Source: an optimization exercise on an open RTL-to-GDS flow (aim: small area, a short achievable clock period and few clock cycles per item). Production flows keep margins and buffers that such runs may drop. Function was checked by simulation only, so behaviour that the tests miss may differ from the original. Power is estimated from default activity; no workload was simulated.

// MS_DMAC_AHBL
module MS_DMAC_AHBL (
    input   wire    HCLK,
    input   wire    HRESETn,
    output  wire    IRQ,
    input wire          HSEL,
    input wire [31:0]   HADDR,
    input wire [1:0]    HTRANS,
    input wire          HWRITE,
    input wire          HREADY,
    input wire [31:0]   HWDATA,
    input wire [2:0]    HSIZE,
    output wire         HREADYOUT,
    output wire [31:0]  HRDATA,
    output wire [31:0]  M_HADDR,
    output wire [1:0]   M_HTRANS,
    output wire [2:0] 	M_HSIZE,
    output wire         M_HWRITE,
    output wire [31:0]  M_HWDATA,
    input wire          M_HREADY,
    input wire [31:0]   M_HRDATA
);
export LEC_CHECK = 0
export ABC_CLOCK_PERIOD_IN_PS = 2500
export CAP_MARGIN = 20
export CORE_MARGIN = 2
export CORE_UTILIZATION = 40
export CTS_CLUSTER_DIAMETER = 100
export CTS_CLUSTER_SIZE = 25
export SETUP_SLACK_MARGIN = 4.6
export SLEW_MARGIN = 20
export TNS_END_PERCENT = 100
create_clock -name core_clock -period 7.0 [get_ports {HCLK}]
standard.sh (not shown) runs the stock make flow with config.mk's settings and CLKGATE_MAP_FILE= SYNTH_SCRIPT=/design/flow/synth_recipe.tcl, a recipe that flattens the netlist after the stock synthesis.
==> flow/flow/run.sh <==
#!/bin/bash
# Standard layout, with every port buffered by the smallest buffer
# (timing repair resizes them where it needs to).
set -euo pipefail
export BUFFER_PORTS_ARGS="-buffer_cell sky130_fd_sc_hd__buf_1"
bash standard.sh synth > synth.log 2>&1
bash standard.sh > layout.log 2>&1
The baseline completed without violations.
Testbench counts at the start, summed over its fixed seeds: cycles 100,757, items 25,289.
Rerun with:
Settings changed: ABC_AREA set to 1, CTS_CLUSTER_DIAMETER 100 to not set, CTS_CLUSTER_SIZE 25 to not set, SETUP_SLACK_MARGIN 4.6 to 4.5.
After rerunning: The changed run produced a clean layout. Via count came out higher by about a fifth. Combinational power came out higher by well over a third. Register-to-register slack improved by 130 ps. Power came out higher by well over a third. Hold slack got worse by 33 ps. Sequential share of layout area came out lower by 0.77 points.
Rerun with:
==> flow/run.sh (new file) <==
#!/bin/bash
# synth_recipe.tcl (not shown) runs the flow's synth.tcl, then flattens the netlist and writes it again
# the make line also repeats each setting of config.mk as NAME=value (left out here)
make -C /OpenROAD-flow-scripts/flow DESIGN_CONFIG=/design/flow/config.mk WORK_HOME=/design/flow/orfs CLKGATE_MAP_FILE= SYNTH_SCRIPT=/design/flow/synth_recipe.tcl finish
Settings changed: ABC_AREA 1 to not set, CORE_UTILIZATION 40 to 65, PLACE_DENSITY set to 0.75.
removed: flow/flow/run.sh
removed: flow/standard.sh
Result:
- global-route usage is higher by 13 points
- die area is lower by well over a third
- count of clock-buffer cells in the layout is lower by 7
- cell area is higher by a few percent
- routed wire length is lower slightly
- fmax is lower slightly
- utilization is higher by 36 points
- sequential power is lower by about a fifth
- first-iteration DRC count is higher by a quarter to a third
Rerun with:
==> flow/flow/run.sh (new file) <==
#!/bin/bash
# Standard layout, with every port buffered by the smallest buffer
# (timing repair resizes them where it needs to).
set -euo pipefail
export BUFFER_PORTS_ARGS="-buffer_cell sky130_fd_sc_hd__buf_1"
bash standard.sh synth > synth.log 2>&1
bash standard.sh > layout.log 2>&1
==> flow/standard.sh (new file) <==
#!/bin/bash
# synth_recipe.tcl (not shown) runs the flow's synth.tcl, then flattens the netlist and writes it again
# the make line also repeats each setting of config.mk as NAME=value (left out here)
make -C /OpenROAD-flow-scripts/flow DESIGN_CONFIG=/design/flow/config.mk WORK_HOME=/design/flow/orfs CLKGATE_MAP_FILE= SYNTH_SCRIPT=/design/flow/synth_recipe.tcl "${@:-finish}"
Settings changed: CORE_UTILIZATION 65 to 40, PLACE_DENSITY 0.75 to not set.
removed: flow/run.sh
Worst hold slack gets worse by 7.6 ps.
Global-route usage decreases by 12 points.
First-iteration DRC count went down by 47%.

Another version of the RTL of MS_DMAC_AHBL (not shown whole).
Size in the first run: about 1100 cells after synthesis, about 320 flip-flops, about 210 I/O pins.
Settings: LEC_CHECK=0, ABC_CLOCK_PERIOD_IN_PS=2500, CAP_MARGIN=20, CORE_MARGIN=2, CORE_UTILIZATION=55, CTS_CLUSTER_DIAMETER=100, CTS_CLUSTER_SIZE=25, SETUP_SLACK_MARGIN=4.5, SLEW_MARGIN=20, TNS_END_PERCENT=100; clock period 7.0 ns.
==> flow/flow/run.sh <==
#!/bin/bash
# Standard layout, with every port buffered by the smallest buffer
# (timing repair resizes them where it needs to).
set -euo pipefail
export BUFFER_PORTS_ARGS="-buffer_cell sky130_fd_sc_hd__buf_1"
bash standard.sh synth > synth.log 2>&1
bash standard.sh > layout.log 2>&1
The first run ran to the end with no violations.
Testbench counts at the start, summed over its fixed seeds: cycles 100,757, items 25,289.
Edit:
- SETUP_SLACK_MARGIN: 4.5 -> 4.58
After rerunning: The changed run produced a clean layout; power climbs by 3.4%; via count rose by 3.6%; first-iteration DRC count grows by 0.31%; non-clock buffer count grows by 25; sequential share of layout area decreases by 2.3 points; global-route usage rises by 0.38 points; synthesized area stays the same.

The RTL this note starts from:
==> flow/design.v <==
`timescale          1ns/1ps
`default_nettype    none
module MS_DMAC_AHBL (
    input   wire    HCLK,
    input   wire    HRESETn,
    output  wire    IRQ,
    input wire          HSEL,
    input wire [31:0]   HADDR,
    input wire [1:0]    HTRANS,
    input wire          HWRITE,
    input wire          HREADY,
    input wire [31:0]   HWDATA,
    input wire [2:0]    HSIZE,
    output wire         HREADYOUT,
    output wire [31:0]  HRDATA,
    output wire [31:0]  M_HADDR,
    output wire [1:0]   M_HTRANS,
    output wire [2:0] 	M_HSIZE,
    output wire         M_HWRITE,
    output wire [31:0]  M_HWDATA,
    input wire          M_HREADY,
    input wire [31:0]   M_HRDATA
);
    reg         we_ctrl, we_saddr, we_daddr, we_size, we_trig;
    wire [15:0] a = HADDR[15:0];
    wire        a_ctrl  = (a == 16'h00);
    wire        a_stat  = (a == 16'h04);
    wire        a_saddr = (a == 16'h08);
    wire        a_daddr = (a == 16'h0C);
    wire        a_size  = (a == 16'h10);
    wire        a_trig  = (a == 16'h14);
    wire        a_none  = ~(a_ctrl | a_stat | a_saddr | a_daddr | a_size | a_trig);
    wire        wr_ap   = HSEL & HWRITE & HTRANS[1];
    always @(posedge HCLK) begin
        if (HREADY) begin
            we_ctrl  <= wr_ap & a_ctrl;
            we_saddr <= wr_ap & a_saddr;
            we_daddr <= wr_ap & a_daddr;
            we_size  <= wr_ap & a_size;
            we_trig  <= wr_ap & a_trig;
        end
    end
    reg [31:0]  CTRL_REG;
    reg [31:0]  SADDR_REG;
    reg [31:0]  DADDR_REG;
    reg [15:0]  SIZE_REG;
    reg         TRIG_REG;
    reg         done_r;
    reg         irq_r;
    wire        done_set;
    wire [31:0] ctrl_nx  = we_ctrl  ? HWDATA        : CTRL_REG;
    wire [31:0] saddr_nx = we_saddr ? HWDATA        : SADDR_REG;
    wire [31:0] daddr_nx = we_daddr ? HWDATA        : DADDR_REG;
    wire [15:0] size_nx  = we_size  ? HWDATA[15:0]  : SIZE_REG;
    wire        trig_nx  = we_trig  ? HWDATA[0]     : (TRIG_REG & ~done_set);
    wire        done_nx  = we_trig  ? 1'b0          : (done_r | done_set);
    wire        irq_nx   = done_nx & ctrl_nx[0];
    always @(posedge HCLK or negedge HRESETn)
        if (~HRESETn) begin
            CTRL_REG  <= 32'h0;
            SADDR_REG <= 32'h0;
            DADDR_REG <= 32'h0;
            SIZE_REG  <= 16'h0;
            TRIG_REG  <= 1'b0;
            done_r    <= 1'b0;
            irq_r     <= 1'b0;
        end else begin
            CTRL_REG  <= ctrl_nx;
            SADDR_REG <= saddr_nx;
            DADDR_REG <= daddr_nx;
            SIZE_REG  <= size_nx;
            TRIG_REG  <= trig_nx;
            done_r    <= done_nx;
            irq_r     <= irq_nx;
        end
    wire        EN        = CTRL_REG[0];
    wire [1:0]  SRC_TYPE  = CTRL_REG[17:16];
    wire        SRC_AI    = CTRL_REG[18];
    wire [1:0]  DEST_TYPE = CTRL_REG[25:24];
    wire        DEST_AI   = CTRL_REG[26];
    assign IRQ = irq_r;
    reg [31:0]  rdata_r;
    always @(posedge HCLK)
        rdata_r <= ({32{a_ctrl}}  & ctrl_nx)
                 | ({32{a_stat}}  & {31'h0, irq_nx})
                 | ({32{a_saddr}} & saddr_nx)
                 | ({32{a_daddr}} & daddr_nx)
                 | ({32{a_size}}  & {16'h0, size_nx})
                 | ({32{a_trig}}  & {31'h0, trig_nx})
                 | ({32{a_none}}  & 32'hDEADBEEF);
    assign HRDATA    = rdata_r;
    assign HREADYOUT = 1'b1;
    reg         s_r0;        
    reg         s_rd;        
    reg         s_wn;        
    reg         s_wp;        
    reg         s_wf;        
    reg         s_bub;       
    reg         s_fdp;       
    reg         htrans_r;
    reg         hwrite_r;
    reg [1:0]   hsize_r;
    reg [15:0]  rem;         
    reg         last;        
    wire        last_nx;
    reg [31:0]  cur;         
    reg [31:0]  alt;         
    wire idle  = ~(s_r0 | s_rd | s_wn | s_wp | s_wf | s_bub | s_fdp);
    wire rdy   = M_HREADY;
    wire start = idle & trig_nx & ctrl_nx[0];
    wire n_r0  = start;
    wire n_rd  = rdy ? ((s_r0 & ~last) | s_wn)  : s_rd;
    wire n_wn  = rdy ? (s_rd & ~last)           : s_wn;
    wire n_wp  = rdy ? (s_rd & last)            : s_wp;
    wire n_wf  = rdy ? (s_wp | s_bub)           : s_wf;
    wire n_bub = rdy ? (s_r0 & last)            : s_bub;
    wire n_fdp = rdy ? s_wf                     : s_fdp;
    wire n_r0h = ~rdy & s_r0;
    assign done_set = s_fdp & rdy;
    always @(posedge HCLK or negedge HRESETn)
        if (~HRESETn) begin
            s_r0     <= 1'b0;
            s_rd     <= 1'b0;
            s_wn     <= 1'b0;
            s_wp     <= 1'b0;
            s_wf     <= 1'b0;
            s_bub    <= 1'b0;
            s_fdp    <= 1'b0;
            htrans_r <= 1'b0;
            hwrite_r <= 1'b0;
        end else begin
            s_r0     <= n_r0 | n_r0h;
            s_rd     <= n_rd;
            s_wn     <= n_wn;
            s_wp     <= n_wp;
            s_wf     <= n_wf;
            s_bub    <= n_bub;
            s_fdp    <= n_fdp;
            htrans_r <= n_r0 | n_r0h | n_rd | n_wn | n_wp | n_wf;
            hwrite_r <= n_wn | n_wp | n_wf;
        end
    wire n_wr   = n_wn | n_wp | n_wf;
    wire n_swap = ((n_r0 | n_r0h) & last_nx) | n_rd | n_wn;
    wire n_incr = ((n_r0 | n_r0h) & ~last_nx) | n_wp;
    wire [1:0]  n_typ = n_wr ? ctrl_nx[25:24] : ctrl_nx[17:16];
    wire        n_ai  = n_wr ? ctrl_nx[26]    : ctrl_nx[18];
    reg         op_swap, op_incr;
    reg [3:0]   step;
    always @(posedge HCLK or negedge HRESETn)
        if (~HRESETn) begin
            op_swap <= 1'b0;
            op_incr <= 1'b0;
        end else begin
            op_swap <= n_swap;
            op_incr <= n_incr;
        end
    always @(posedge HCLK) begin
        hsize_r <= n_typ;
        step    <= n_ai ? (4'h1 << n_typ) : 4'h0;
    end
    wire is_rd = s_r0 | s_rd;
    wire swap  = rdy & op_swap;
    wire incr  = rdy & op_incr;
    wire [31:0] nxt = cur + {28'h0, step};
    wire [15:0] rem_nx  = idle ? SIZE_REG : (rdy & is_rd) ? rem - 16'h1 : rem;
    assign      last_nx = idle ? (SIZE_REG == 16'h0) : (rdy & is_rd) ? (rem == 16'h1) : last;
    always @(posedge HCLK) begin
        rem  <= rem_nx;
        last <= last_nx;
        if (idle)
            alt <= DADDR_REG;
        else if (swap)
            alt <= nxt;
    end
    always @(posedge HCLK or negedge HRESETn)
        if (~HRESETn)
            cur <= 32'h0;
        else if (idle)
            cur <= SADDR_REG;
        else if (swap)
            cur <= alt;
        else if (incr)
            cur <= nxt;
    reg         dp_r, dp_r0, dp_w;
    reg [31:0]  qa, qb;
    always @(posedge HCLK)
        if (rdy) begin
            dp_r  <= htrans_r & ~hwrite_r;
            dp_r0 <= s_r0;
            dp_w  <= htrans_r &  hwrite_r;
        end
    always @(posedge HCLK) begin
        if (dp_r & dp_r0)
            qa <= M_HRDATA;
        else if (dp_w & rdy)
            qa <= qb;
        if (dp_r & ~dp_r0)
            qb <= M_HRDATA;
    end
    assign M_HADDR  = cur;
    assign M_HTRANS = {htrans_r, 1'b0};
    assign M_HWRITE = hwrite_r;
    assign M_HSIZE  = {1'b0, hsize_r};
    assign M_HWDATA = qa;
endmodule
==> flow/config.mk <==
export PLATFORM = sky130hd
export DESIGN_NAME = MS_DMAC_AHBL
export DESIGN_NICKNAME = MS_DMAC_AHBL
export VERILOG_FILES = /design/flow/design.v
export SDC_FILE = /design/flow/constraint.sdc
export NUM_CORES = 4
export LEC_CHECK = 0
export ABC_CLOCK_PERIOD_IN_PS = 2500
export CAP_MARGIN = 20
export CORE_MARGIN = 2
export CORE_UTILIZATION = 48
export CTS_CLUSTER_DIAMETER = 100
export CTS_CLUSTER_SIZE = 25
export SETUP_SLACK_MARGIN = 4.5
export SLEW_MARGIN = 20
export TNS_END_PERCENT = 100
==> flow/constraint.sdc <==
create_clock -name core_clock -period 7.0 [get_ports {HCLK}]
set_input_delay 1.4000 -clock core_clock [delete_from_list [all_inputs] [get_ports {HCLK}]]
set_output_delay 1.4000 -clock core_clock [all_outputs]
set_load 0.01 [all_outputs]
Scripts as last shown in full above: flow/flow/run.sh
The baseline completed without violations.
Testbench counts at the start, summed over its fixed seeds: cycles 100,757, items 25,289.
Edit:
--- a/flow/config.mk
+++ b/flow/config.mk
@@ -6,8 +6,8 @@
 export NUM_CORES = 4
 export LEC_CHECK = 0
-export ABC_CLOCK_PERIOD_IN_PS = 2500
+export ABC_CLOCK_PERIOD_IN_PS = 2000
 export CAP_MARGIN = 20
 export CORE_MARGIN = 2
-export CORE_UTILIZATION = 48
+export CORE_UTILIZATION = 55
 export CTS_CLUSTER_DIAMETER = 100
 export CTS_CLUSTER_SIZE = 25
Effect:
- clock-buffer cell count shrinks by 1
- clock skew grows by 0.0052 ns
- die area shrinks by 12%
- setup slack gains 0.019 ns
- first-iteration DRC count grows by 27%
- cell area shrinks by 1.3%
- utilization grows by 7.5 points
- via count barely changes
- combinational power shrinks by about 3%
- sequential share of layout area grows by 0.66 points
- routed wire length grows by 1.1%

-- what the ideal ports hide --
Ports are ideal in the flow. The routed layouts listed here were re-timed in OpenROAD.
Step 1, drivers: a clkbuf_16 drives HCLK and a buf_2 each remaining input, both assumed.
Step 2 also shifts input and output timing later by t, the mid clock arrival at the registers, as if the neighbouring blocks saw the same clock.
Three values: ideal, step 1, step 2; two values: the first two.
run | t, ns | setup slack, ns | slew at the worst register clock pin (ns)
the first run of note 1 | 0.564 | 4.429 / 4.380 / 3.996 | 0.10 / 0.10
the second run of note 1 | 0.573 | 4.385 / 4.331 / 4.054 | 0.06 / 0.06
the third run of note 1 | 0.603 | 4.368 / 4.320 / 3.900 | 0.07 / 0.07
the fourth run of note 1 | 0.577 | 4.450 / 4.399 / 3.955 | 0.06 / 0.06
the first run of note 2 | 0.554 | 4.511 / 4.462 / 4.004 | 0.11 / 0.11
the second run of note 2 | 0.565 | 4.469 / 4.434 / 3.936 | 0.11 / 0.11
the first run of note 3 | 0.565 | 4.491 / 4.440 / 4.020 | 0.11 / 0.11
the second run of note 3 | 0.554 | 4.511 / 4.462 / 4.004 | 0.11 / 0.11
After both steps setup and hold are still met in every run listed. For the second run of note 2, which loses most, drivers alone change the setup slack by -0.035 ns; drivers and shift together by -0.533 ns.
